This is an optimization exercise on Yosys and OpenROAD, whose aim is small area, not a production implementation. In this exercise RTL edits were held to simulation tests only and were not proved equivalent to the original. No activity file was given, so power comes from the tool's default toggle rates.

**flow/design.v**
```verilog
localparam    TS1_BYTE0 = 8'h1e,
              TS1_BYTEX = 8'h55,  
              TS2_BYTE0 = 8'h2d,  
              TS2_BYTEX = 8'haa,  
              SDS_BYTE0 = 8'he1,  
              SDS_BYTEX = 8'hab;  
localparam    SNYC_B0   = 8'h00;
localparam    SNYC_B1   = 8'hff;
localparam    SH_DATA   = 2'b10;
localparam    SH_CTRL   = 2'b01;
localparam    P1_REQ_B0   = 8'hd1, 
              P2_REQ_B0   = 8'hd2,
              P3_REQ_B0   = 8'hd3,
              P_START_B0  = 8'hd8,
              PX_FILLER   = 8'h76;
localparam    ATTR_RD_B0  = 8'ha0,
              ATTR_WR_B0  = 8'ha1,
              ATTR_RSP_B0 = 8'ha3,
              ATTR_FILLER = 8'h17;
localparam    NOP_DATAID = 8'h01,
              NOP_WC0    = 8'hfe,
              NOP_WC1    = 8'hfd;
localparam    IDL_SYM    = 8'h00;
localparam    ONE_LANE       = 'd0,
              TWO_LANE       = 'd1,
              FOUR_LANE      = 'd2,
              EIGHT_LANE     = 'd3,
              SIXTEEN_LANE   = 'd4;
localparam    ATTR_ADDR       = 8'h02,
              ATTR_DATA       = 8'h03,
              ATTR_REQ        = 8'h04,
              ATTR_RSP        = 8'h05;
localparam    PX_REQ          = 8'h06,     
              PX_START        = 8'h08;     
localparam    ATTR_MAX_TXS    = 16'h0,
              ATTR_MAX_RXS    = 16'h1,
              ATTR_ACTIVE_TXS = 16'h2,
              ATTR_ACTIVE_RXS = 16'h3,
              ATTR_HARD_RESET_US  = 16'h8,
              ATTR_P1_TS1_TX  = 16'h20,
              ATTR_P1_TS1_RX  = 16'h21,
              ATTR_P1_TS2_TX  = 16'h22,
              ATTR_P1_TS2_RX  = 16'h23,
              ATTR_P2_TS1_TX  = 16'h24,
              ATTR_P2_TS1_RX  = 16'h25,
              ATTR_P2_TS2_TX  = 16'h26,
              ATTR_P2_TS2_RX  = 16'h27,
              ATTR_P3R_TS1_TX  = 16'h28,
              ATTR_P3R_TS1_RX  = 16'h29,
              ATTR_P3R_TS2_TX  = 16'h2a,
              ATTR_P3R_TS2_RX  = 16'h2b;
localparam    BIST_PAYLOAD_1010       = 4'h0,
              BIST_PAYLOAD_1100       = 4'h1,
              BIST_PAYLOAD_1111_0000  = 4'h2,
              BIST_PAYLOAD_COUNT      = 4'h8,
              BIST_PAYLOAD_PRBS9      = 4'h9,
              BIST_PAYLOAD_PRBS11     = 4'ha,
              BIST_PAYLOAD_PRBS18     = 4'hb;
function [15:0] slink_add16;
  input [15:0] a;
  input [15:0] b;
  integer i;
  reg c;
  begin
    c = 1'b0;
    for(i = 0; i < 16; i = i + 1) begin
      slink_add16[i] = a[i] ^ b[i] ^ c;
      c = (a[i] & b[i]) | (c & (a[i] ^ b[i]));
    end
  end
endfunction
function [15:0] slink_sub16;
  input [15:0] a;
  input [15:0] b;
  integer i;
  reg br;
  begin
    br = 1'b0;
    for(i = 0; i < 16; i = i + 1) begin
      slink_sub16[i] = a[i] ^ b[i] ^ br;
      br = (~a[i] & b[i]) | (br & ~(a[i] ^ b[i]));
    end
  end
endfunction
function slink_ge16;
  input [15:0] a;
  input [15:0] b;
  integer i;
  reg br;
  begin
    br = 1'b0;
    for(i = 0; i < 16; i = i + 1) begin
      br = (~a[i] & b[i]) | (br & ~(a[i] ^ b[i]));
    end
    slink_ge16 = ~br;
  end
endfunction
function slink_le8;
  input [7:0] a;
  input [7:0] b;
  integer i;
  reg br;
  begin
    br = 1'b0;
    for(i = 0; i < 8; i = i + 1) begin
      br = (~b[i] & a[i]) | (br & ~(a[i] ^ b[i]));
    end
    slink_le8 = ~br;
  end
endfunction
module slink_crc_8_16bit_compute(
  input  wire [7:0]     data_in,
  input  wire [15:0]    crc_prev,
  output wire [15:0]    crc_next
);
wire [7:0] x = data_in ^ crc_prev[7:0];
assign crc_next[15] = x[7] ^ x[3];
assign crc_next[14] = x[6] ^ x[2];
assign crc_next[13] = x[5] ^ x[1];
assign crc_next[12] = x[4] ^ x[0];
assign crc_next[11] = x[3];
assign crc_next[10] = x[7] ^ x[3] ^ x[2];
assign crc_next[ 9] = x[6] ^ x[2] ^ x[1];
assign crc_next[ 8] = x[5] ^ x[1] ^ x[0];
assign crc_next[ 7] = x[4] ^ x[0] ^ crc_prev[15];
assign crc_next[ 6] = x[3] ^ crc_prev[14];
assign crc_next[ 5] = x[2] ^ crc_prev[13];
assign crc_next[ 4] = x[1] ^ crc_prev[12];
assign crc_next[ 3] = x[7] ^ x[3] ^ x[0] ^ crc_prev[11];
assign crc_next[ 2] = x[6] ^ x[2] ^ crc_prev[10];
assign crc_next[ 1] = x[5] ^ x[1] ^ crc_prev[9];
assign crc_next[ 0] = x[4] ^ x[0] ^ crc_prev[8];
endmodule
module slink_ecc_calc(
  input  wire [23:0]      ph_in,
  output wire [5:0]       ecc
);
assign ecc[0] = ph_in[0] ^ ph_in[1] ^ ph_in[2] ^ ph_in[4] ^ ph_in[5] ^ ph_in[7] ^ ph_in[10] ^
                ph_in[11] ^ ph_in[13] ^ ph_in[16] ^ ph_in[20] ^ ph_in[21] ^ ph_in[22] ^ ph_in[23];
assign ecc[1] = ph_in[0] ^ ph_in[1] ^ ph_in[3] ^ ph_in[4] ^ ph_in[6] ^ ph_in[8] ^ ph_in[10] ^
                ph_in[12] ^ ph_in[14] ^ ph_in[17] ^ ph_in[20] ^ ph_in[21] ^ ph_in[22] ^ ph_in[23];
assign ecc[2] = ph_in[0] ^ ph_in[2] ^ ph_in[3] ^ ph_in[5] ^ ph_in[6] ^ ph_in[9] ^ ph_in[11] ^
                ph_in[12] ^ ph_in[15] ^ ph_in[18] ^ ph_in[20] ^ ph_in[21] ^ ph_in[22];
assign ecc[3] = ph_in[1] ^ ph_in[2] ^ ph_in[3] ^ ph_in[7] ^ ph_in[8] ^ ph_in[9] ^ ph_in[13] ^
                ph_in[14] ^ ph_in[15] ^ ph_in[19] ^ ph_in[20] ^ ph_in[21] ^ ph_in[23];
assign ecc[4] = ph_in[4] ^ ph_in[5] ^ ph_in[6] ^ ph_in[7] ^ ph_in[8] ^ ph_in[9] ^ ph_in[16] ^
                ph_in[17] ^ ph_in[18] ^ ph_in[19] ^ ph_in[20] ^ ph_in[22] ^ ph_in[23];
assign ecc[5] = ph_in[10] ^ ph_in[11] ^ ph_in[12] ^ ph_in[13] ^ ph_in[14] ^ ph_in[15] ^ ph_in[16] ^
                ph_in[17] ^ ph_in[18] ^ ph_in[19] ^ ph_in[21] ^ ph_in[22] ^ ph_in[23];
endmodule
module slink_ecc_syndrome(
  input  wire [23:0]      ph_in,             
  input  wire [5:0]       rx_ecc,            
  output reg  [23:0]      corrected_ph,      
  output reg              corrected,         
  output wire             corrupt            
);
wire [5:0] ecc;
wire [5:0] syndrome;
slink_ecc_calc u_calc (.ph_in(ph_in), .ecc(ecc));
assign syndrome = ecc ^ rx_ecc;
reg [23:0] flip;
always @(*) begin
  flip = 24'd0;
  case(syndrome)
    6'h07 : flip[0]  = 1'b1;
    6'h0B : flip[1]  = 1'b1;
    6'h0D : flip[2]  = 1'b1;
    6'h0E : flip[3]  = 1'b1;
    6'h13 : flip[4]  = 1'b1;
    6'h15 : flip[5]  = 1'b1;
    6'h16 : flip[6]  = 1'b1;
    6'h19 : flip[7]  = 1'b1;
    6'h1A : flip[8]  = 1'b1;
    6'h1C : flip[9]  = 1'b1;
    6'h23 : flip[10] = 1'b1;
    6'h25 : flip[11] = 1'b1;
    6'h26 : flip[12] = 1'b1;
    6'h29 : flip[13] = 1'b1;
    6'h2A : flip[14] = 1'b1;
    6'h2C : flip[15] = 1'b1;
    6'h31 : flip[16] = 1'b1;
    6'h32 : flip[17] = 1'b1;
    6'h34 : flip[18] = 1'b1;
    6'h38 : flip[19] = 1'b1;
    6'h1F : flip[20] = 1'b1;
    6'h2F : flip[21] = 1'b1;
    6'h37 : flip[22] = 1'b1;
    6'h3B : flip[23] = 1'b1;
    default : ;
  endcase
  corrected_ph = ph_in ^ flip;
  corrected    = (|flip) || (syndrome == 6'h01) || (syndrome == 6'h02) || (syndrome == 6'h04) ||
                 (syndrome == 6'h08) || (syndrome == 6'h10) || (syndrome == 6'h20);
end
assign corrupt = (|syndrome) && ~corrected;
endmodule
module slink_ll_rx_pkt_filt (
  input  wire             sop,
  input  wire [7:0]       data_id,
  input  wire             valid,
  output wire             sop_app,
  output wire             valid_app
);
wire  pkt_is_internal = (data_id[7:1] == 7'd0);   
assign sop_app          = ~pkt_is_internal && sop;
assign valid_app        = ~pkt_is_internal && valid;
endmodule
module slink_ll_tx (
  input  wire         clk,
  input  wire         reset,
  input  wire         enable,
  input  wire [7:0]   swi_short_packet_max,
  input  wire         sop,
  input  wire [7:0]   data_id,
  input  wire [15:0]  word_count,
  input  wire [31:0]  app_data,
  output reg          advance,
  input  wire [1:0]   delimeter,
  input  wire [2:0]   active_lanes,
  input  wire         sds_sent,
  input  wire         ll_tx_valid,
  output wire [31:0]  link_data,
  output reg          link_idle
);
localparam    TS1_BYTE0 = 8'h1e,
              TS1_BYTEX = 8'h55,  
              TS2_BYTE0 = 8'h2d,  
              TS2_BYTEX = 8'haa,  
              SDS_BYTE0 = 8'he1,  
              SDS_BYTEX = 8'hab;  
localparam    SNYC_B0   = 8'h00;
localparam    SNYC_B1   = 8'hff;
localparam    SH_DATA   = 2'b10;
localparam    SH_CTRL   = 2'b01;
localparam    P1_REQ_B0   = 8'hd1, 
              P2_REQ_B0   = 8'hd2,
              P3_REQ_B0   = 8'hd3,
              P_START_B0  = 8'hd8,
              PX_FILLER   = 8'h76;
localparam    ATTR_RD_B0  = 8'ha0,
              ATTR_WR_B0  = 8'ha1,
              ATTR_RSP_B0 = 8'ha3,
              ATTR_FILLER = 8'h17;
localparam    NOP_DATAID = 8'h01,
              NOP_WC0    = 8'hfe,
              NOP_WC1    = 8'hfd;
localparam    IDL_SYM    = 8'h00;
localparam    ONE_LANE       = 'd0,
              TWO_LANE       = 'd1,
              FOUR_LANE      = 'd2,
              EIGHT_LANE     = 'd3,
              SIXTEEN_LANE   = 'd4;
localparam    ATTR_ADDR       = 8'h02,
              ATTR_DATA       = 8'h03,
              ATTR_REQ        = 8'h04,
              ATTR_RSP        = 8'h05;
localparam    PX_REQ          = 8'h06,     
              PX_START        = 8'h08;     
localparam    ATTR_MAX_TXS    = 16'h0,
              ATTR_MAX_RXS    = 16'h1,
              ATTR_ACTIVE_TXS = 16'h2,
              ATTR_ACTIVE_RXS = 16'h3,
              ATTR_HARD_RESET_US  = 16'h8,
              ATTR_P1_TS1_TX  = 16'h20,
              ATTR_P1_TS1_RX  = 16'h21,
              ATTR_P1_TS2_TX  = 16'h22,
              ATTR_P1_TS2_RX  = 16'h23,
              ATTR_P2_TS1_TX  = 16'h24,
              ATTR_P2_TS1_RX  = 16'h25,
              ATTR_P2_TS2_TX  = 16'h26,
              ATTR_P2_TS2_RX  = 16'h27,
              ATTR_P3R_TS1_TX  = 16'h28,
              ATTR_P3R_TS1_RX  = 16'h29,
              ATTR_P3R_TS2_TX  = 16'h2a,
              ATTR_P3R_TS2_RX  = 16'h2b;
localparam    BIST_PAYLOAD_1010       = 4'h0,
              BIST_PAYLOAD_1100       = 4'h1,
              BIST_PAYLOAD_1111_0000  = 4'h2,
              BIST_PAYLOAD_COUNT      = 4'h8,
              BIST_PAYLOAD_PRBS9      = 4'h9,
              BIST_PAYLOAD_PRBS11     = 4'ha,
              BIST_PAYLOAD_PRBS18     = 4'hb;
function [15:0] slink_add16;
  input [15:0] a;
  input [15:0] b;
  integer i;
  reg c;
  begin
    c = 1'b0;
    for(i = 0; i < 16; i = i + 1) begin
      slink_add16[i] = a[i] ^ b[i] ^ c;
      c = (a[i] & b[i]) | (c & (a[i] ^ b[i]));
    end
  end
endfunction
function [15:0] slink_sub16;
  input [15:0] a;
  input [15:0] b;
  integer i;
  reg br;
  begin
    br = 1'b0;
    for(i = 0; i < 16; i = i + 1) begin
      slink_sub16[i] = a[i] ^ b[i] ^ br;
      br = (~a[i] & b[i]) | (br & ~(a[i] ^ b[i]));
    end
  end
endfunction
function slink_ge16;
  input [15:0] a;
  input [15:0] b;
  integer i;
  reg br;
  begin
    br = 1'b0;
    for(i = 0; i < 16; i = i + 1) begin
      br = (~a[i] & b[i]) | (br & ~(a[i] ^ b[i]));
    end
    slink_ge16 = ~br;
  end
endfunction
function slink_le8;
  input [7:0] a;
  input [7:0] b;
  integer i;
  reg br;
  begin
    br = 1'b0;
    for(i = 0; i < 8; i = i + 1) begin
      br = (~b[i] & a[i]) | (br & ~(a[i] ^ b[i]));
    end
    slink_le8 = ~br;
  end
endfunction
localparam      WAIT_SDS      = 4'd0,
                IDLE          = 4'd1,
                HEADER_WC0    = 4'd3,
                HEADER_WC1    = 4'd4,
                HEADER_ECC    = 4'd5,
                LONG_DATA     = 4'd6,
                CRC0          = 4'd7,
                CRC1          = 4'd8,
                IDL_SYM_ST    = 4'd9;
localparam [23:0] NOP_PH = {NOP_WC1, NOP_WC0, NOP_DATAID};
reg   [3:0]   state, nstate;
reg   [31:0]  link_data_reg, link_data_reg_in;
reg   [1:0]   byte_count, byte_count_in;
reg   [15:0]  remaining, remaining_in;
reg           never;
reg   [5:0]   ecc_reg;
reg           is_short_pkt_reg;
reg   [1:0]   delim_count;
wire  [1:0]   delim_count_in;
reg   [15:0]  crc, crc_in;
reg           hdr_load;
wire lane1 = ~active_lanes[1] & ~active_lanes[0];
wire lane2 = active_lanes[0];
wire lane4 = active_lanes[1];
wire [5:0]  nop_ecc;
wire [5:0]  hdr_ecc;
slink_ecc_calc u_nop_ecc (.ph_in(NOP_PH),                  .ecc(nop_ecc));
slink_ecc_calc u_hdr_ecc (.ph_in({word_count, data_id}),   .ecc(hdr_ecc));
wire        is_short_pkt  = slink_le8(data_id, swi_short_packet_max);
wire        delim_adv     = delim_count == delimeter;
wire        delim_start   = delim_count == 2'd0;
wire [3:0]  nstate_idle_check = delim_adv ? IDLE : IDL_SYM_ST;
assign delim_count_in = enable ? ll_tx_valid ? ((nstate == WAIT_SDS) || delim_adv ? 2'd0 : {delim_count[1] ^ delim_count[0], ~delim_count[0]}) : delim_count : 2'd0;
wire [31:0] nop_first = lane4 ? {2'b00, nop_ecc, NOP_WC1, NOP_WC0, NOP_DATAID} :
                        lane2 ? {16'd0, NOP_WC0, NOP_DATAID} : {24'd0, NOP_DATAID};
wire [7:0]  byte1 = byte_count[1] ? (byte_count[0] ? app_data[31:24] : app_data[23:16]) :
                                   (byte_count[0] ? app_data[15: 8] : app_data[ 7: 0]);
wire [15:0] half2 = byte_count[1] ? app_data[31:16] : app_data[15:0];
wire [31:0] crc_data = lane4 ? app_data : lane2 ? {16'd0, half2} : {24'd0, byte1};
wire [15:0] crc_n0, crc_n1, crc_n2, crc_n3;
slink_crc_8_16bit_compute u_crc0 (.data_in(crc_data[ 7: 0]), .crc_prev(crc),    .crc_next(crc_n0));
slink_crc_8_16bit_compute u_crc1 (.data_in(crc_data[15: 8]), .crc_prev(crc_n0), .crc_next(crc_n1));
slink_crc_8_16bit_compute u_crc2 (.data_in(crc_data[23:16]), .crc_prev(crc_n1), .crc_next(crc_n2));
slink_crc_8_16bit_compute u_crc3 (.data_in(crc_data[31:24]), .crc_prev(crc_n2), .crc_next(crc_n3));
wire [15:0] step      = {13'd0, lane4, lane2, lane1};
wire        rem_hi0   = ~(|remaining[15:3]);
wire        last_data = ~never && rem_hi0 &&
                        (lane4 ? ~(remaining[2] & (remaining[1] | remaining[0])) :
                         lane2 ? ~remaining[2] & ~(remaining[1] & remaining[0]) :
                                 ~remaining[2] & ~remaining[1]);
wire        never_in  = (&word_count[15:2]) && (lane4 ? (word_count[1] | word_count[0]) : lane2 && (word_count[1] & word_count[0]));
always @(posedge clk or posedge reset) begin
  if(reset) begin
    state               <= WAIT_SDS;
    link_data_reg       <= 32'd0;
    delim_count         <= 2'd0;
  end else begin
    state               <= nstate;
    link_data_reg       <= link_data_reg_in;
    delim_count         <= delim_count_in;
  end
end
always @(posedge clk) begin
  byte_count          <= byte_count_in;
  remaining           <= remaining_in;
  crc                 <= crc_in;
  if(hdr_load) begin
    never             <= never_in;
    ecc_reg           <= hdr_ecc;
    is_short_pkt_reg  <= is_short_pkt;
  end
end
always @(*) begin
  nstate            = state;
  link_data_reg_in  = link_data_reg;
  byte_count_in     = byte_count;
  remaining_in      = remaining;
  advance           = 1'b0;
  link_idle         = 1'b0;
  hdr_load          = 1'b0;
  crc_in            = crc;
  case(state)
    WAIT_SDS : begin
      link_data_reg_in  = 32'd0;
      if(sds_sent) begin
        nstate            = IDLE;
        link_data_reg_in  = nop_first;
        byte_count_in     = lane4 ? 2'd0 : 2'd1;
      end
    end
    IDLE : begin
      crc_in = 16'hffff;
      if(ll_tx_valid) begin
        if(|byte_count[1:0]) begin
          if(lane2) begin
            link_data_reg_in  = {16'd0, 2'b00, nop_ecc, NOP_WC1};
            byte_count_in     = 2'd0;
          end else if(lane1) begin
            link_data_reg_in  = {24'd0, (byte_count[1:0] == 2'd1) ? NOP_WC0 :
                                        (byte_count[1:0] == 2'd2) ? NOP_WC1 : {2'b00, nop_ecc}};
            byte_count_in     = {byte_count[1] ^ byte_count[0], ~byte_count[0]};
          end
        end else if(sop && delim_start) begin
          hdr_load = 1'b1;
          remaining_in = word_count;
          if(lane4) begin
            link_data_reg_in  = {2'b00, hdr_ecc, word_count, data_id};
            advance           = is_short_pkt;
            nstate            = is_short_pkt ? IDLE : LONG_DATA;
          end else if(lane2) begin
            link_data_reg_in  = {16'd0, word_count[7:0], data_id};
            byte_count_in     = 2'd1;
            nstate            = HEADER_WC1;
          end else begin
            link_data_reg_in  = {24'd0, data_id};
            nstate            = HEADER_WC0;
          end
        end else begin
          link_idle         = 1'b1;
          link_data_reg_in  = nop_first;
          byte_count_in     = lane4 ? 2'd0 : 2'd1;
        end
      end
    end
    HEADER_WC0 : begin
      if(ll_tx_valid) begin
        link_data_reg_in  = {24'd0, word_count[7:0]};
        nstate            = HEADER_WC1;
      end
    end
    HEADER_WC1 : begin
      if(ll_tx_valid) begin
        advance           = is_short_pkt_reg;
        if(lane2) begin
          link_data_reg_in  = {16'd0, 2'b00, ecc_reg, word_count[15:8]};
          nstate            = is_short_pkt_reg ? IDLE : LONG_DATA;
          byte_count_in     = 2'd0;
        end else begin
          link_data_reg_in  = {24'd0, word_count[15:8]};
          nstate            = HEADER_ECC;
        end
      end
    end
    HEADER_ECC : begin
      if(ll_tx_valid) begin
        link_data_reg_in  = {24'd0, 2'b00, ecc_reg};
        nstate            = is_short_pkt_reg ? IDLE : (~(|remaining) ? CRC0 : LONG_DATA);
        byte_count_in     = 2'd0;
      end
    end
    LONG_DATA : begin
      if(ll_tx_valid) begin
        byte_count_in     = lane4 ? byte_count : lane2 ? {~byte_count[1], byte_count[0]} :
                                                         {byte_count[1] ^ byte_count[0], ~byte_count[0]};
        remaining_in      = slink_sub16(remaining, step);
        if(lane4) begin
          link_data_reg_in  = app_data;
          advance           = 1'b1;
          crc_in            = crc_n3;
          if(last_data) begin
            case(remaining[1:0])
              2'b00 : begin
                byte_count_in     = 2'd0;
                nstate            = CRC0;
              end
              2'b01 : begin
                link_data_reg_in  = {IDL_SYM, crc_n0, app_data[7:0]};
                byte_count_in     = 2'd0;
                nstate            = nstate_idle_check;
              end
              2'b10 : begin
                link_data_reg_in  = {crc_n1, app_data[15:0]};
                byte_count_in     = 2'd0;
                nstate            = nstate_idle_check;
              end
              2'b11 : begin
                link_data_reg_in  = {crc_n2[7:0], app_data[23:0]};
                crc_in            = crc_n2;
                nstate            = CRC1;
              end
            endcase
          end
        end else if(lane2) begin
          link_data_reg_in  = {16'd0, half2};
          advance           = byte_count[1];
          crc_in            = crc_n1;
          if(last_data) begin
            advance           = 1'b1;
            nstate            = CRC0;
            if(remaining[0]) begin
              link_data_reg_in  = {16'd0, crc_n0[7:0], half2[7:0]};
              crc_in            = crc_n0;
              nstate            = CRC1;
            end
          end
        end else begin
          link_data_reg_in  = {24'd0, byte1};
          advance           = &byte_count[1:0];
          crc_in            = crc_n0;
          if(last_data) begin
            advance           = 1'b1;
            nstate            = CRC0;
          end
        end
      end
    end
    CRC0 : begin
      byte_count_in     = 2'd0;
      if(ll_tx_valid) begin
        if(lane1) begin
          link_data_reg_in  = {24'd0, crc[7:0]};
          nstate            = CRC1;
        end else begin
          link_data_reg_in  = {16'd0, crc};
          nstate            = nstate_idle_check;
        end
      end
    end
    CRC1 : begin
      if(ll_tx_valid) begin
        link_data_reg_in  = {24'd0, crc[15:8]};
        nstate            = nstate_idle_check;
        byte_count_in     = 2'd0;
      end
    end
    IDL_SYM_ST : begin
      if(ll_tx_valid) begin
        nstate            = nstate_idle_check;
        link_data_reg_in  = 32'd0;
      end
    end
    default : begin
      nstate            = WAIT_SDS;
    end
  endcase
  if(~enable) begin
    nstate            = WAIT_SDS;
  end
end
assign link_data = link_data_reg;
endmodule
module slink_ll_rx (
  input  wire         clk,
  input  wire         reset,
  input  wire         enable,
  input  wire [7:0]   swi_short_packet_max,
  output reg          sop,
  output wire [7:0]   data_id,
  output wire [15:0]  word_count,
  output wire [31:0]  app_data,
  output reg          valid,
  input  wire [2:0]   active_lanes,
  input  wire [1:0]   delimeter,
  input  wire         swi_allow_ecc_corrected,
  input  wire         swi_ecc_corrected_causes_reset,
  input  wire         swi_ecc_corrupted_causes_reset,
  input  wire         swi_crc_corrupted_causes_reset,
  input  wire         sds_received,
  output wire         ecc_corrected,
  output wire         ecc_corrupted,
  output reg          crc_corrupted,
  input  wire         external_link_reset_condition,
  output reg          link_reset_condition,
  input  wire [31:0]  link_data,
  input  wire         ll_rx_valid
);
localparam    TS1_BYTE0 = 8'h1e,
              TS1_BYTEX = 8'h55,  
              TS2_BYTE0 = 8'h2d,  
              TS2_BYTEX = 8'haa,  
              SDS_BYTE0 = 8'he1,  
              SDS_BYTEX = 8'hab;  
localparam    SNYC_B0   = 8'h00;
localparam    SNYC_B1   = 8'hff;
localparam    SH_DATA   = 2'b10;
localparam    SH_CTRL   = 2'b01;
localparam    P1_REQ_B0   = 8'hd1, 
              P2_REQ_B0   = 8'hd2,
              P3_REQ_B0   = 8'hd3,
              P_START_B0  = 8'hd8,
              PX_FILLER   = 8'h76;
localparam    ATTR_RD_B0  = 8'ha0,
              ATTR_WR_B0  = 8'ha1,
              ATTR_RSP_B0 = 8'ha3,
              ATTR_FILLER = 8'h17;
localparam    NOP_DATAID = 8'h01,
              NOP_WC0    = 8'hfe,
              NOP_WC1    = 8'hfd;
localparam    IDL_SYM    = 8'h00;
localparam    ONE_LANE       = 'd0,
              TWO_LANE       = 'd1,
              FOUR_LANE      = 'd2,
              EIGHT_LANE     = 'd3,
              SIXTEEN_LANE   = 'd4;
localparam    ATTR_ADDR       = 8'h02,
              ATTR_DATA       = 8'h03,
              ATTR_REQ        = 8'h04,
              ATTR_RSP        = 8'h05;
localparam    PX_REQ          = 8'h06,     
              PX_START        = 8'h08;     
localparam    ATTR_MAX_TXS    = 16'h0,
              ATTR_MAX_RXS    = 16'h1,
              ATTR_ACTIVE_TXS = 16'h2,
              ATTR_ACTIVE_RXS = 16'h3,
              ATTR_HARD_RESET_US  = 16'h8,
              ATTR_P1_TS1_TX  = 16'h20,
              ATTR_P1_TS1_RX  = 16'h21,
              ATTR_P1_TS2_TX  = 16'h22,
              ATTR_P1_TS2_RX  = 16'h23,
              ATTR_P2_TS1_TX  = 16'h24,
              ATTR_P2_TS1_RX  = 16'h25,
              ATTR_P2_TS2_TX  = 16'h26,
              ATTR_P2_TS2_RX  = 16'h27,
              ATTR_P3R_TS1_TX  = 16'h28,
              ATTR_P3R_TS1_RX  = 16'h29,
              ATTR_P3R_TS2_TX  = 16'h2a,
              ATTR_P3R_TS2_RX  = 16'h2b;
localparam    BIST_PAYLOAD_1010       = 4'h0,
              BIST_PAYLOAD_1100       = 4'h1,
              BIST_PAYLOAD_1111_0000  = 4'h2,
              BIST_PAYLOAD_COUNT      = 4'h8,
              BIST_PAYLOAD_PRBS9      = 4'h9,
              BIST_PAYLOAD_PRBS11     = 4'ha,
              BIST_PAYLOAD_PRBS18     = 4'hb;
function [15:0] slink_add16;
  input [15:0] a;
  input [15:0] b;
  integer i;
  reg c;
  begin
    c = 1'b0;
    for(i = 0; i < 16; i = i + 1) begin
      slink_add16[i] = a[i] ^ b[i] ^ c;
      c = (a[i] & b[i]) | (c & (a[i] ^ b[i]));
    end
  end
endfunction
function [15:0] slink_sub16;
  input [15:0] a;
  input [15:0] b;
  integer i;
  reg br;
  begin
    br = 1'b0;
    for(i = 0; i < 16; i = i + 1) begin
      slink_sub16[i] = a[i] ^ b[i] ^ br;
      br = (~a[i] & b[i]) | (br & ~(a[i] ^ b[i]));
    end
  end
endfunction
function slink_ge16;
  input [15:0] a;
  input [15:0] b;
  integer i;
  reg br;
  begin
    br = 1'b0;
    for(i = 0; i < 16; i = i + 1) begin
      br = (~a[i] & b[i]) | (br & ~(a[i] ^ b[i]));
    end
    slink_ge16 = ~br;
  end
endfunction
function slink_le8;
  input [7:0] a;
  input [7:0] b;
  integer i;
  reg br;
  begin
    br = 1'b0;
    for(i = 0; i < 8; i = i + 1) begin
      br = (~b[i] & a[i]) | (br & ~(a[i] ^ b[i]));
    end
    slink_le8 = ~br;
  end
endfunction
localparam    WAIT_SDS      = 4'd0,
              IDLE          = 4'd1,
              HEADER_WC0    = 4'd3,
              HEADER_WC1    = 4'd4,
              HEADER_ECC    = 4'd5,
              LONG_DATA     = 4'd6,
              CRC0          = 4'd7,
              CRC1          = 4'd8;
reg   [3:0]   state, nstate;
reg   [31:0]  app_data_reg, app_data_reg_in;
reg   [15:0]  byte_count, byte_count_in;
reg   [7:0]   data_id_reg, data_id_reg_in;
reg   [15:0]  word_count_reg, word_count_reg_in;
reg           sop_in, valid_in;
reg           sop_sent, sop_sent_in;
reg           crc_corr_prev, crc_corr_prev_in;
reg           crc_corrupted_in;
reg   [15:0]  crc, crc_in;
reg   [1:0]   delim_count;
wire  [1:0]   delim_count_in;
wire lane1 = ~active_lanes[1] & ~active_lanes[0];
wire lane2 = active_lanes[0];
wire lane4 = active_lanes[1];
wire reset_cond = link_reset_condition || external_link_reset_condition || ~enable;
assign delim_count_in = enable ? ll_rx_valid ? ((state == WAIT_SDS) || (delim_count == delimeter) ? 2'd0 : {delim_count[1] ^ delim_count[0], ~delim_count[0]}) : delim_count : 2'd0;
wire   delim_adv      = delim_count == 2'd0;
wire [23:0] ph_check = lane4 ? link_data[23:0] :
                       lane2 ? {link_data[7:0], word_count_reg[7:0], data_id_reg} :
                               {word_count_reg, data_id_reg};
wire [5:0]  rx_ecc   = lane4 ? link_data[29:24] : lane2 ? link_data[13:8] : link_data[5:0];
wire [23:0] corrected_ph;
wire        corrected;
wire        corrupt;
slink_ecc_syndrome u_slink_ecc_syndrome (
  .ph_in           ( ph_check         ),
  .rx_ecc          ( rx_ecc           ),
  .corrected_ph    ( corrected_ph     ),
  .corrected       ( corrected        ),
  .corrupt         ( corrupt          ));
wire ecc_check = ll_rx_valid && (lane4 ? (state == IDLE) && delim_adv :
                                 lane2 ? (state == HEADER_WC1) && ~reset_cond :
                                         (state == HEADER_ECC) && ~reset_cond);
assign ecc_corrected = corrected && ecc_check;
assign ecc_corrupted = corrupt   && ecc_check;
wire block_app_for_ecc_error    = ecc_corrupted || (ecc_corrected && ~swi_allow_ecc_corrected);
wire short_pkt_check_corrected  = slink_le8(corrected_ph[7:0], swi_short_packet_max);
wire short_pkt_corrected_cond   = short_pkt_check_corrected && ~block_app_for_ecc_error;
wire link_reset_condition_in    = (swi_ecc_corrected_causes_reset && ecc_corrected) ||
                                  (swi_ecc_corrupted_causes_reset && ecc_corrupted) ||
                                  (swi_crc_corrupted_causes_reset && crc_corrupted);
wire [15:0] crc_n0, crc_n1, crc_n2, crc_n3;
slink_crc_8_16bit_compute u_crc0 (.data_in(link_data[ 7: 0]), .crc_prev(crc),    .crc_next(crc_n0));
slink_crc_8_16bit_compute u_crc1 (.data_in(link_data[15: 8]), .crc_prev(crc_n0), .crc_next(crc_n1));
slink_crc_8_16bit_compute u_crc2 (.data_in(link_data[23:16]), .crc_prev(crc_n1), .crc_next(crc_n2));
slink_crc_8_16bit_compute u_crc3 (.data_in(link_data[31:24]), .crc_prev(crc_n2), .crc_next(crc_n3));
wire [15:0] byte_count_step = slink_add16(byte_count, {13'd0, lane4, lane2, lane1});
wire        last_data       = slink_ge16(byte_count_step, word_count_reg);
wire sop_app;
wire valid_app;
always @(posedge clk or posedge reset) begin
  if(reset) begin
    state               <= WAIT_SDS;
    sop                 <= 1'b0;
    valid               <= 1'b0;
    crc_corrupted       <= 1'b0;
    link_reset_condition<= 1'b0;
    delim_count         <= 2'd0;
  end else begin
    state               <= nstate;
    sop                 <= sop_app;
    valid               <= valid_app;
    crc_corrupted       <= crc_corrupted_in;
    link_reset_condition<= link_reset_condition_in;
    delim_count         <= delim_count_in;
  end
end
always @(posedge clk) begin
  app_data_reg        <= app_data_reg_in;
  data_id_reg         <= data_id_reg_in;
  word_count_reg      <= word_count_reg_in;
  byte_count          <= byte_count_in;
  sop_sent            <= sop_sent_in;
  crc_corr_prev       <= crc_corr_prev_in;
  crc                 <= crc_in;
end
always @(*) begin
  nstate                = state;
  app_data_reg_in       = app_data_reg;
  data_id_reg_in        = data_id_reg;
  word_count_reg_in     = word_count_reg;
  sop_in                = 1'b0;
  valid_in              = 1'b0;
  byte_count_in         = byte_count;
  sop_sent_in           = sop_sent;
  crc_in                = crc;
  crc_corrupted_in      = 1'b0;
  crc_corr_prev_in      = crc_corr_prev;
  case(state)
    WAIT_SDS : begin
      if(sds_received) begin
        nstate          = IDLE;
      end
    end
    IDLE : begin
      crc_corr_prev_in  = 1'b0;
      sop_sent_in       = 1'b0;
      byte_count_in     = 16'd0;
      app_data_reg_in   = 32'd0;
      crc_in            = 16'hffff;
      if(delim_adv && ll_rx_valid) begin
        if(lane4) begin
          data_id_reg_in    = corrected_ph[ 7:0];
          word_count_reg_in = corrected_ph[23:8];
          sop_in            = short_pkt_corrected_cond;
          valid_in          = short_pkt_corrected_cond;
          nstate            = short_pkt_check_corrected ? IDLE : LONG_DATA;
        end else if(lane2) begin
          data_id_reg_in    = link_data[7:0];
          word_count_reg_in[7:0] = link_data[15:8];    
          nstate            = HEADER_WC1;
        end else begin
          data_id_reg_in    = link_data[7:0];
          nstate            = HEADER_WC0;
        end
      end
    end
    HEADER_WC0 : begin
      if(ll_rx_valid) begin
        word_count_reg_in[7:0] = link_data[7:0];       
        nstate            = HEADER_WC1;
      end
    end
    HEADER_WC1 : begin
      if(ll_rx_valid) begin
        if(lane2) begin
          data_id_reg_in    = corrected_ph[7:0];
          word_count_reg_in = corrected_ph[23:8];
          nstate            = short_pkt_check_corrected ? IDLE : LONG_DATA;
          sop_in            = short_pkt_corrected_cond;
          valid_in          = short_pkt_corrected_cond;
          byte_count_in     = 16'd0;
        end else begin
          word_count_reg_in = {link_data[7:0], word_count_reg[7:0]};
          nstate            = HEADER_ECC;
        end
      end
    end
    HEADER_ECC : begin
      if(ll_rx_valid) begin
        data_id_reg_in    = corrected_ph[7:0];
        word_count_reg_in = corrected_ph[23:8];
        nstate            = short_pkt_check_corrected ? IDLE : LONG_DATA;
        sop_in            = short_pkt_corrected_cond;
        valid_in          = short_pkt_corrected_cond;
        byte_count_in     = 16'd0;
      end
    end
    LONG_DATA : begin
      if(ll_rx_valid) begin
        byte_count_in       = byte_count_step;
        if(lane4) begin
          app_data_reg_in   = link_data;
          valid_in          = 1'b1;
          crc_in            = crc_n3;
          if(last_data) begin
            byte_count_in   = 16'd0;
            case(word_count_reg[1:0])
              2'b00 : begin
                nstate            = CRC0;
                valid_in          = 1'b0;
              end
              2'b01 : begin
                crc_corrupted_in  = |crc_n2;
                nstate            = IDLE;
                app_data_reg_in   = {24'd0, link_data[7:0]};
              end
              2'b10 : begin
                crc_corrupted_in  = |crc_n3;
                nstate            = IDLE;
                app_data_reg_in   = {16'd0, link_data[15:0]};
              end
              2'b11 : begin
                crc_corr_prev_in  = |crc_n3[15:8];
                valid_in          = 1'b0;
                nstate            = CRC1;
                crc_in            = crc_n2;
                app_data_reg_in   = {8'd0, link_data[23:0]};
              end
            endcase
          end
        end else if(lane2) begin
          if(byte_count[1]) app_data_reg_in[31:16] = link_data[15:0];
          else              app_data_reg_in[15: 0] = link_data[15:0];
          valid_in          = byte_count[1];
          crc_in            = crc_n1;
          if(last_data) begin
            valid_in        = 1'b0;
            byte_count_in   = 16'd0;
            if(word_count_reg[0]) begin
              nstate            = CRC1;
              crc_in            = crc_n0;
              crc_corrupted_in  = |crc_n1[15:8];
            end else begin
              nstate            = CRC0;
            end
          end
        end else begin
          case(byte_count[1:0])
            2'd0 : app_data_reg_in[ 7: 0] = link_data[7:0];
            2'd1 : app_data_reg_in[15: 8] = link_data[7:0];
            2'd2 : app_data_reg_in[23:16] = link_data[7:0];
            2'd3 : app_data_reg_in[31:24] = link_data[7:0];
          endcase
          valid_in          = &byte_count[1:0];
          crc_in            = crc_n0;
          if(last_data) begin
            nstate          = CRC0;
            valid_in        = 1'b0;
          end
        end
        sop_in          = valid_in && ~sop_sent;
        sop_sent_in     = valid_in || sop_sent;
      end
    end
    CRC0 : begin
      if(ll_rx_valid) begin
        if(lane1) begin
          nstate            = CRC1;
          crc_corr_prev_in  = |crc_n0[15:8];
        end else begin
          nstate            = IDLE;
          crc_corrupted_in  = |crc_n1;
          valid_in          = 1'b1;
        end
        sop_in          = valid_in && ~sop_sent;
        sop_sent_in     = valid_in || sop_sent;
      end
    end
    CRC1 : begin
      if(ll_rx_valid) begin
        nstate            = IDLE;
        crc_corrupted_in  = (crc[15:8] != link_data[7:0]) || crc_corr_prev;
        valid_in          = 1'b1;
        sop_in            = ~sop_sent;
        sop_sent_in       = 1'b1;
      end
    end
    default : begin
      nstate    = WAIT_SDS;
    end
  endcase
  if(reset_cond) begin
    nstate      = WAIT_SDS;
  end
end
slink_ll_rx_pkt_filt u_slink_ll_rx_pkt_filt (
  .sop                  ( sop_in          ),
  .data_id              ( data_id_reg_in  ),
  .valid                ( valid_in        ),
  .sop_app              ( sop_app         ),
  .valid_app            ( valid_app       ));
assign data_id        = data_id_reg;
assign word_count     = word_count_reg;
assign app_data       = app_data_reg;
endmodule
module slink_ll (
  input  wire         clk,
  input  wire         reset,
  input  wire         enable,
  input  wire [7:0]   swi_short_packet_max,
  input  wire [1:0]   delimeter,
  input  wire [2:0]   tx_active_lanes,
  input  wire [2:0]   rx_active_lanes,
  input  wire         swi_allow_ecc_corrected,
  input  wire         swi_ecc_corrected_causes_reset,
  input  wire         swi_ecc_corrupted_causes_reset,
  input  wire         swi_crc_corrupted_causes_reset,
  input  wire         tx_sop,
  input  wire [7:0]   tx_data_id,
  input  wire [15:0]  tx_word_count,
  input  wire [31:0]  tx_app_data,
  output wire         tx_advance,
  input  wire         tx_sds_sent,
  input  wire         tx_ll_valid,
  output wire [31:0]  tx_link_data,
  output wire         tx_link_idle,
  input  wire         rx_sds_received,
  input  wire         rx_ll_valid,
  input  wire [31:0]  rx_link_data,
  input  wire         external_link_reset_condition,
  output wire         rx_sop,
  output wire [7:0]   rx_data_id,
  output wire [15:0]  rx_word_count,
  output wire [31:0]  rx_app_data,
  output wire         rx_valid,
  output wire         rx_ecc_corrected,
  output wire         rx_ecc_corrupted,
  output wire         rx_crc_corrupted,
  output wire         link_reset_condition
);
slink_ll_tx u_slink_ll_tx (
  .clk                      ( clk                   ),
  .reset                    ( reset                 ),
  .enable                   ( enable                ),
  .swi_short_packet_max     ( swi_short_packet_max  ),
  .sop                      ( tx_sop                ),
  .data_id                  ( tx_data_id            ),
  .word_count               ( tx_word_count         ),
  .app_data                 ( tx_app_data           ),
  .advance                  ( tx_advance            ),
  .delimeter                ( delimeter             ),
  .active_lanes             ( tx_active_lanes       ),
  .sds_sent                 ( tx_sds_sent           ),
  .link_data                ( tx_link_data          ),
  .ll_tx_valid              ( tx_ll_valid           ),
  .link_idle                ( tx_link_idle          ));
slink_ll_rx u_slink_ll_rx (
  .clk                                ( clk                             ),
  .reset                              ( reset                           ),
  .enable                             ( enable                          ),
  .swi_short_packet_max               ( swi_short_packet_max            ),
  .sop                                ( rx_sop                          ),
  .data_id                            ( rx_data_id                      ),
  .word_count                         ( rx_word_count                   ),
  .app_data                           ( rx_app_data                     ),
  .valid                              ( rx_valid                        ),
  .active_lanes                       ( rx_active_lanes                 ),
  .delimeter                          ( delimeter                       ),
  .swi_allow_ecc_corrected            ( swi_allow_ecc_corrected         ),
  .swi_ecc_corrected_causes_reset     ( swi_ecc_corrected_causes_reset  ),
  .swi_ecc_corrupted_causes_reset     ( swi_ecc_corrupted_causes_reset  ),
  .swi_crc_corrupted_causes_reset     ( swi_crc_corrupted_causes_reset  ),
  .sds_received                       ( rx_sds_received                 ),
  .ecc_corrected                      ( rx_ecc_corrected                ),
  .ecc_corrupted                      ( rx_ecc_corrupted                ),
  .crc_corrupted                      ( rx_crc_corrupted                ),
  .external_link_reset_condition      ( external_link_reset_condition   ),
  .link_reset_condition               ( link_reset_condition            ),
  .link_data                          ( rx_link_data                    ),
  .ll_rx_valid                        ( rx_ll_valid                     ));
endmodule
```
**flow/flow/run.sh**
```bash
#!/bin/bash
# Standard layout, except: the combinational logic of the standard synthesis
# is re-mapped for area (registers untouched; the smallest of four ABC runs
# with different seeds is kept), the port buffers are buf_1, and the clock
# tree uses clkbuf_8 without dummy loads.
set -euo pipefail
W=$(pwd)
R=$W/orfs/results/$FLOW_PLATFORM/slink_ll/base
YOSYS=$FLOW_HOME/../tools/install/yosys/bin/yosys
LIB=$FLOW_HOME/platforms/$FLOW_PLATFORM/lib/sky130_fd_sc_hd__tt_025C_1v80.lib
bash standard.sh synth > log_1_standard_synth.txt 2>&1
cp $R/1_2_yosys.v $W/std_1_2_yosys.v
for S in 0 1 2 3; do
  sed "s/-S 0/-S $S/" $W/flow/area.abc > $W/area_S$S.abc
  ( RS_LIB=$LIB RS_IN=$W/std_1_2_yosys.v RS_OUT=$W/resynth_S$S.v RS_ABC=$W/area_S$S.abc \
    RS_STAT_IN=$W/stat_std_S$S.txt RS_STAT_OUT=$W/stat_resynth_S$S.txt \
    $YOSYS -c $W/flow/resynth.tcl > log_2_resynth_S$S.txt 2>&1 || rm -f $W/resynth_S$S.v ) &
done
wait
best=""; best_area=""
for S in 0 1 2 3; do
  [[ -s $W/resynth_S$S.v && -s $W/stat_resynth_S$S.txt ]] || continue
  a=$(awk '/Chip area/ {print $NF}' $W/stat_resynth_S$S.txt)
  if [[ -z "$best" ]] || awk -v a="$a" -v b="$best_area" 'BEGIN {exit !(a < b)}'; then
    best=$S; best_area=$a
  fi
done
echo "resynth seeds: kept S=$best (area $best_area)" > log_2_resynth_choice.txt
cp $W/resynth_S$best.v $R/1_2_yosys.v
bash standard.sh "BUFFER_PORTS_ARGS=-buffer_cell sky130_fd_sc_hd__buf_1" \
  "CTS_ARGS=-sink_clustering_enable -repair_clock_nets -buf_list sky130_fd_sc_hd__clkbuf_8 -sink_clustering_size 14 -dont_use_dummy_load" \
  finish > log_3_standard_finish.txt 2>&1
```
**flow/flow/area.abc**
```
strash
 &get -n
 &deepsyn -T 120 -S 0
 &put
 &get -n
 &dch -f
 &nf -p -R 1000 -F 8 -A 4 -C 32
 &put
```
**flow/flow/resynth.tcl**
```tcl
# Re-map the combinational logic of the standard synthesis netlist for area.
# Every flip-flop instance is kept as it is (same name, same cell type); only
# the gates between them are re-optimized and re-mapped.
yosys -import
set lib     $::env(RS_LIB)
set in_v    $::env(RS_IN)
set out_v   $::env(RS_OUT)
set script  $::env(RS_ABC)

read_verilog $in_v
read_liberty -ignore_miss_func $lib
hierarchy -top slink_ll
# registers (and anything sequential) stay as black-box instances
blackbox sky130_fd_sc_hd__df* sky130_fd_sc_hd__edf* sky130_fd_sc_hd__sdf* sky130_fd_sc_hd__dl*
flatten
# the gates are inlined now: every library cell becomes a black box again
blackbox sky130_fd_sc_hd__*
opt_clean -purge
tee -o $::env(RS_STAT_IN) stat -liberty $lib
abc -liberty $lib -dont_use sky130_fd_sc_hd__lpflow_* -dont_use sky130_fd_sc_hd__probe* -script $script
setundef -zero
splitnets
opt_clean -purge
hilomap -singleton -hicell sky130_fd_sc_hd__conb_1 HI -locell sky130_fd_sc_hd__conb_1 LO
insbuf -buf sky130_fd_sc_hd__buf_4 A X
opt_clean -purge
tee -o $::env(RS_STAT_OUT) stat -liberty $lib
write_verilog -noattr -nohex -nodec $out_v
# the written netlist must read back cleanly against the library
design -reset
read_liberty -lib $lib
read_verilog $out_v
hierarchy -check -top slink_ll
check -assert -mapped
```
**flow/standard.sh**
```bash
#!/bin/bash
# synth_recipe.tcl (not shown) runs the flow's synth.tcl, then flattens the netlist and writes it again
# the make line also repeats each setting of config.mk as NAME=value (left out here)
make -C /OpenROAD-flow-scripts/flow DESIGN_CONFIG=/design/flow/config.mk WORK_HOME=/design/flow/orfs CLKGATE_MAP_FILE= SYNTH_SCRIPT=/design/flow/synth_recipe.tcl "${@:-finish}"
```
**flow/config.mk**
```make
export PLATFORM = sky130hd
export DESIGN_NAME = slink_ll
export DESIGN_NICKNAME = slink_ll
export VERILOG_FILES = /design/flow/design.v
export SDC_FILE = /design/flow/constraint.sdc
export NUM_CORES = 4
export LEC_CHECK = 0
export CAP_MARGIN = 20
export CORE_MARGIN = 2
export CORE_UTILIZATION = 60
export SLEW_MARGIN = 20
```
**flow/constraint.sdc**
```tcl
create_clock -name core_clock -period 12.0 [get_ports {clk}]
set_input_delay 2.4000 -clock core_clock [delete_from_list [all_inputs] [get_ports {clk}]]
set_output_delay 2.4000 -clock core_clock [all_outputs]
set_load 0.01 [all_outputs]
```
==> results.sh, run 1 <==
export IMPL_gp_congestion=1.04
export IMPL_insertion_delay_ps=500
export IMPL_num_antenna_cells=0
export IMPL_wl_per_cell_um=25.6
export IMPL_cts_sinks=180
export IMPL_hold_class="register to register"
export IMPL_power_density_mw_per_mm2=191
export IMPL_cts_tree="built"
export IMPL_crit_type="input pin to output port"
export IMPL_rsz0062_at_grt="no"
export IMPL_power_mw=3.03
export IMPL_grt_overflow=0
export IMPL_end_kind="output port"
export IMPL_critPathTopFamily="simple AND/OR/NAND/NOR gates"
export IMPL_cts_buffers=17
export IMPL_htreeDepth=4
export IMPL_drt_iter0_markers=2256
export IMPL_ant_nets=0
export IMPL_antenna_found_initial=0
export IMPL_yosys_warnings=3
export IMPL_status="complete, no violations"
export IMPL_drt_drc_violations_left=0
export IMPL_switching_power_mw=1.47
export IMPL_period_needed_ps=9620
export IMPL_max_cap_violations=0
export IMPL_utilization=0.655
export IMPL_combPwrFrac=0.622
export IMPL_max_freq_ghz=0.104
export IMPL_fin_cells=2172
export IMPL_via_per_inst=6.81
export IMPL_worst_slew_pin_slew_ps=1220
export IMPL_die_w_um=160
export IMPL_drt_first_pass_iters=9
export IMPL_hold_violations=0
export IMPL_multiInputGateArea_sq_mm=0.00906
export IMPL_finalNetCount=1967
export IMPL_grt_pass1_vias=13952
export IMPL_via_count=14786
export IMPL_dp_cells=2155
export IMPL_power_leakage_nw=5.26
export IMPL_cts_resized=0
export IMPL_synth_area_sq_mm=0.0147
export IMPL_clk_pin_slew_worst_paths_ps=70
export IMPL_cpMostUsedCell="xnor2_1"
export IMPL_die_area_sq_mm=0.0257
export IMPL_synthCells=1658
export IMPL_fillers=2104
export IMPL_clock_power_share=0.112
export IMPL_cp_max_fo=35
export IMPL_die_y_um=160
export IMPL_vdd_drop_max_v=0.000286
export IMPL_drive_gt1_frac=0.0222
export IMPL_cp_required_ps=9600
export IMPL_crit_chain="clkbuf_2 > buf_4 > or2_0 > o22ai_1 > a21oi_1 > xnor2_1 > xor2_1 > xnor2_1 > xnor2_1 > xor2_1 > xnor2_1 > o21ai_0 > mux2i_1 > nor3b_1 > buf_1"
export IMPL_fin_crit_sh=0.802
export IMPL_max_clock_path_buffers=2
export IMPL_placedInstanceArea_sq_mm=0.0156
export IMPL_area_sequential_sq_mm=0.00509
export IMPL_synthToLayoutAreaGrowth_pct=7.92
export IMPL_dp_hpwl_um=42500
export IMPL_fin_skew_ps=52.7
export IMPL_synthesis_nets=1775
export IMPL_final_cell_mix="256 x xnor2_1, 209 x buf_1, 187 x nor2_1, 172 x nand2_1"
export IMPL_grt_max_degree=49
export IMPL_postCtsHoldBufs=0
export IMPL_swShare=0.486
export IMPL_synth_avg_cell_area_sq_um=8.85
export IMPL_grt_usage=0.427
export IMPL_grt_pass1_wl_um=83000
export IMPL_max_stage_delay_ps=900
export IMPL_worst_ep_arrival_time_ps=7220
export IMPL_p_int_mw=1.56
export IMPL_path_buf_inv=3
export IMPL_initial_core_util=0.607
export IMPL_slew_headroom=0.188
export IMPL_tns_ps=0
export IMPL_final_common_cell="xnor2_1"
export IMPL_final_cell_area_sq_mm=0.0158
export IMPL_finalSetupViolCount=0
export IMPL_num_rows=57
export IMPL_io_buffers=210
export IMPL_wirelength_um=55700
export IMPL_critPathLaunchType="input pin"
export IMPL_p_seq_frac=0.266
export IMPL_cts_setup_buffers=0
export IMPL_critical_path_slowest_cell="or2_0"
export IMPL_ios=213
export IMPL_slew_violations=0
export IMPL_core_area_sq_mm=0.0242
export IMPL_root_buffer="clkbuf_8"
## through the flow
| step | setup slack [ps] | hold WS (ps) |
|---|---|---|
| detailed placement | 2650 | 471 |
| floorplan | 4430 | 438 |
| global placement | 2790 | 449 |
| finish | 2380 | 467 |
| global route | 2160 | 480 |
| CTS | 2650 | 462 |
## worst register-to-register path, stage by stage (launching register included)
cell and delay, ps:
edfxtp_1 510, a21oi_1 270, nand2b_1 290, a21oi_1 150
and2_0 220, and3_1 250, or2_0 290, nor2_1 150
a21oi_1 60, a221oi_1 240, o21ai_0 190, a2111oi_0 420
nor3_1 120, a221o_1 280, o221ai_1 80, a21oi_1 90
a221o_1 250, o21ai_0 360, nand2_1 230, and2_0 410
nor3_1 770, nand2_1 220, nor2_1 150, a211oi_1 60
## layout make-up
type	count	share of cell area
tap	324	0.0256
inverter	28	0.00664
clock buffer	17	0.0148
sequential	180	0.322
timing repair buffer	229	0.0589
multi-input combinational	1394	0.572
## power by group through the flow
stage                     logic [mW]  registers [mW]  clock network (mW)
after global routing            2.03           0.810               0.357
after CTS                       1.84           0.801               0.336
after global placement          1.81           0.813                   0
after floorplan                 1.42           0.794                   0
after detailed placement        1.83           0.815                   0
final                           1.89           0.805               0.340
## per-layer routing
layer,GRT usage,vias to the layer above,routed length [um]
li1,-,6392,-
met4,0.298,0,4700
met1,0.521,6930,19500
met3,0.0832,303,6620
met5,0,-,0
met2,0.684,1161,24900
## worst paths after layout
path	from	end	slack, ps	depth (start not counted)
min in group asynchronous	reset	u_slink_ll_tx.link_data_reg[15]	2070	3
max	rx_active_lanes[1]	rx_ecc_corrupted	2380	15
min reg2reg	u_slink_ll_rx.sop_sent	u_slink_ll_rx.sop	470	1
max in group asynchronous	reset	u_slink_ll_rx.link_reset_condition	9410	3
max reg2reg	u_slink_ll_rx.byte_count[0]	u_slink_ll_rx.crc[0]	5720	23
min	u_slink_ll_rx.sop_sent	u_slink_ll_rx.sop	470	1
==> run 2: changes to the inputs <==
--- a/flow/flow/run.sh
+++ b/flow/flow/run.sh
@@ -30,3 +30,3 @@
 bash standard.sh "BUFFER_PORTS_ARGS=-buffer_cell sky130_fd_sc_hd__buf_1" \
-  "CTS_ARGS=-sink_clustering_enable -repair_clock_nets -buf_list sky130_fd_sc_hd__clkbuf_8 -sink_clustering_size 14 -dont_use_dummy_load" \
+  "CTS_ARGS=-sink_clustering_enable -repair_clock_nets -buf_list sky130_fd_sc_hd__clkbuf_8 -sink_clustering_size 16 -dont_use_dummy_load" \
   finish > log_3_standard_finish.txt 2>&1
--- a/flow/config.mk
+++ b/flow/config.mk
@@ -9,3 +9,3 @@
 export CORE_MARGIN = 2
-export CORE_UTILIZATION = 60
+export CORE_UTILIZATION = 50
 export SLEW_MARGIN = 20
==> results.sh, run 2 <==
export IMPL_slew_violations=0
export IMPL_drt_drc_violations_left=0
export IMPL_drt_first_pass_iters=12
export IMPL_cts_sinks=180
export IMPL_utilization=0.555
export IMPL_reg2reg_from="u_slink_ll_tx.byte_count[1]"
export IMPL_hold_class="register to register"
export IMPL_drt_iter0_markers=2057
export IMPL_worst_ep_arrival_time_ps=6610
export IMPL_worst_slew_pin_slew_ps=1120
export IMPL_gp_congestion=1.01
export IMPL_hp_start="u_slink_ll_rx.sop_sent"
export IMPL_hold_depth=1
export IMPL_synthesis_nets=1775
export IMPL_hold_violations=0
export IMPL_power_leakage_nw=5.30
export IMPL_critPathLaunchType="input pin"
export IMPL_synthCells=1658
export IMPL_htreeDepth=4
export IMPL_insertion_delay_ps=510
export IMPL_slew_headroom=0.247
export IMPL_ios=213
export IMPL_grt_pass1_vias=13494
export IMPL_worstHoldEndpoint="u_slink_ll_rx.sop"
export IMPL_max_clock_path_buffers=2
export IMPL_cts_buffers=17
export IMPL_rsz0062_at_grt="no"
export IMPL_die_w_um=175
export IMPL_period_needed_ps=9010
export IMPL_cts_tree="built"
export IMPL_dp_cells=2223
export IMPL_fin_cells=2240
export IMPL_postCtsHoldBufs=0
export IMPL_placedInstanceArea_sq_mm=0.0157
export IMPL_synthToLayoutAreaGrowth_pct=8.85
export IMPL_fin_skew_ps=44.0
export IMPL_dp_hpwl_um=44500
export IMPL_io_buffers=210
export IMPL_cp_max_fo=55
export IMPL_wirelength_um=57400
export IMPL_grt_usage=0.368
export IMPL_ff2ff_setup_slack_ps=5500
export IMPL_tns_ps=0
export IMPL_ant_nets=0
export IMPL_crit_type="input pin to output port"
export IMPL_cp_required_ps=9600
export IMPL_grt_pass1_wl_um=84300
export IMPL_synth_area_sq_mm=0.0147
export IMPL_initial_core_util=0.510
export IMPL_rr_worst_depth=16
export IMPL_power_density_mw_per_mm2=190
export IMPL_max_cap_violations=0
export IMPL_max_freq_ghz=0.111
export IMPL_synth_avg_cell_area_sq_um=8.85
export IMPL_grt_overflow=0
export IMPL_r2r_end="u_slink_ll_tx.crc[10]"
export IMPL_final_cell_mix="256 x xnor2_1, 209 x buf_1, 187 x nor2_1, 172 x nand2_1"
export IMPL_root_buffer="clkbuf_8"
export IMPL_grt_max_degree=56
export IMPL_via_per_inst=6.44
export IMPL_num_antenna_cells=0
export IMPL_drive_gt1_frac=0.0264
export IMPL_num_rows=62
export IMPL_cts_resized=0
export IMPL_core_area_sq_mm=0.0288
export IMPL_status="complete, no violations"
export IMPL_final_cell_area_sq_mm=0.0160
export IMPL_final_common_cell="xnor2_1"
export IMPL_yosys_warnings=3
export IMPL_antenna_found_initial=0
export IMPL_cts_setup_buffers=0
export IMPL_die_area_sq_mm=0.0307
export IMPL_whs_ps=462
export IMPL_finalNetCount=1975
export IMPL_finalSetupViolCount=0
export IMPL_clk_pin_slew_worst_paths_ps=80
export IMPL_fin_crit_sh=0.751
export IMPL_vdd_drop_max_v=0.000177
export IMPL_end_kind="output port"
export IMPL_via_count=14419
export IMPL_wl_per_cell_um=25.6
export IMPL_die_y_um=175
-- run 2: layout make-up --
class	instances	area [sq um]
clock buffers	17	234
multi-input cells	1394	9060
well taps	384	480
fillers	2775	12800
flip-flops and latches	180	5090
repair buffers	237	992
inverters	28	105
-- run 2: per-stage QoR --
stage	power [mW]	setup slack (ps)
2_1_floorplan	2.22	4430
3_3_place_gp	2.66	3060
3_5_place_dp	2.66	3070
4_1_cts	3.00	3050
5_1_grt	3.20	2720
6_report	3.04	2990
-- run 2: where the power goes --
| group | switching (mW) | total (mW) | internal (mW) |
|---|---|---|---|
| Clock | 0.217 | 0.343 | 0.126 |
| Sequential | 0.0644 | 0.805 | 0.740 |
| Combinational | 1.20 | 1.89 | 0.693 |
-- run 2: metal layers --
metal  track usage  up-vias  routed length (um)
met1         0.465     6827               21700
met3        0.0476      211                5300
met5             0        -                   0
li1              -     6403                   -
met2         0.611      978               26600
met4         0.205        0                3710
-- run 2: critical path: stages --
cell and delay, ps:
clkbuf_2 90, buf_4 530, nor2b_1 280, a22oi_1 240, a21boi_0 400, xnor2_1 180, xnor2_1 120, xnor2_1 360
xnor2_1 190, xnor2_1 170, o31ai_1 650, nand2_1 270, nor3b_1 380, nor3b_1 170, buf_1 160
-- run 2: how the worst max path moves through the flow --
stage	start	endpoint	slack (ps)
floorplan	rx_active_lanes[1]	rx_ecc_corrupted	4430
global placement	tx_active_lanes[1]	u_slink_ll_tx.crc[10]	3060
detailed placement	rx_active_lanes[1]	rx_ecc_corrupted	3070
CTS	rx_active_lanes[1]	rx_ecc_corrupted	3050
global route	rx_active_lanes[1]	rx_ecc_corrupted	2720
finish	rx_active_lanes[1]	rx_ecc_corrupted	2990

-- separate check: timing with driven ports --
How much do the figures lean on ideal ports? The routed layouts below were timed once more, with nothing changed but the port constraints.
Step 1: set_driving_cell puts a clkbuf_16 on clk and a buf_2 on each other input, an assumption about the parent block.
Step 2 times the ports against the registers' clock, not the clock port: input delays grow and output delays shrink by t, the midpoint of the rising clock arrivals with the driver on.
Three values: no drivers, after step 1, after step 2; two values: the first two.
| run | shift t [ns] | slack for setup (ns) | worst data-port slew with drivers (ns) |
|---|---|---|---|
| run 1 | 0.524 | 2.376 / 2.347 / 2.347 | 0.06 |
| run 2 | 0.532 | 2.989 / 2.956 / 2.834 | 0.07 |
After both steps setup and hold are still met in every run listed. For run 2, which loses most, drivers alone change the setup slack by -0.033 ns; drivers and shift together by -0.155 ns.
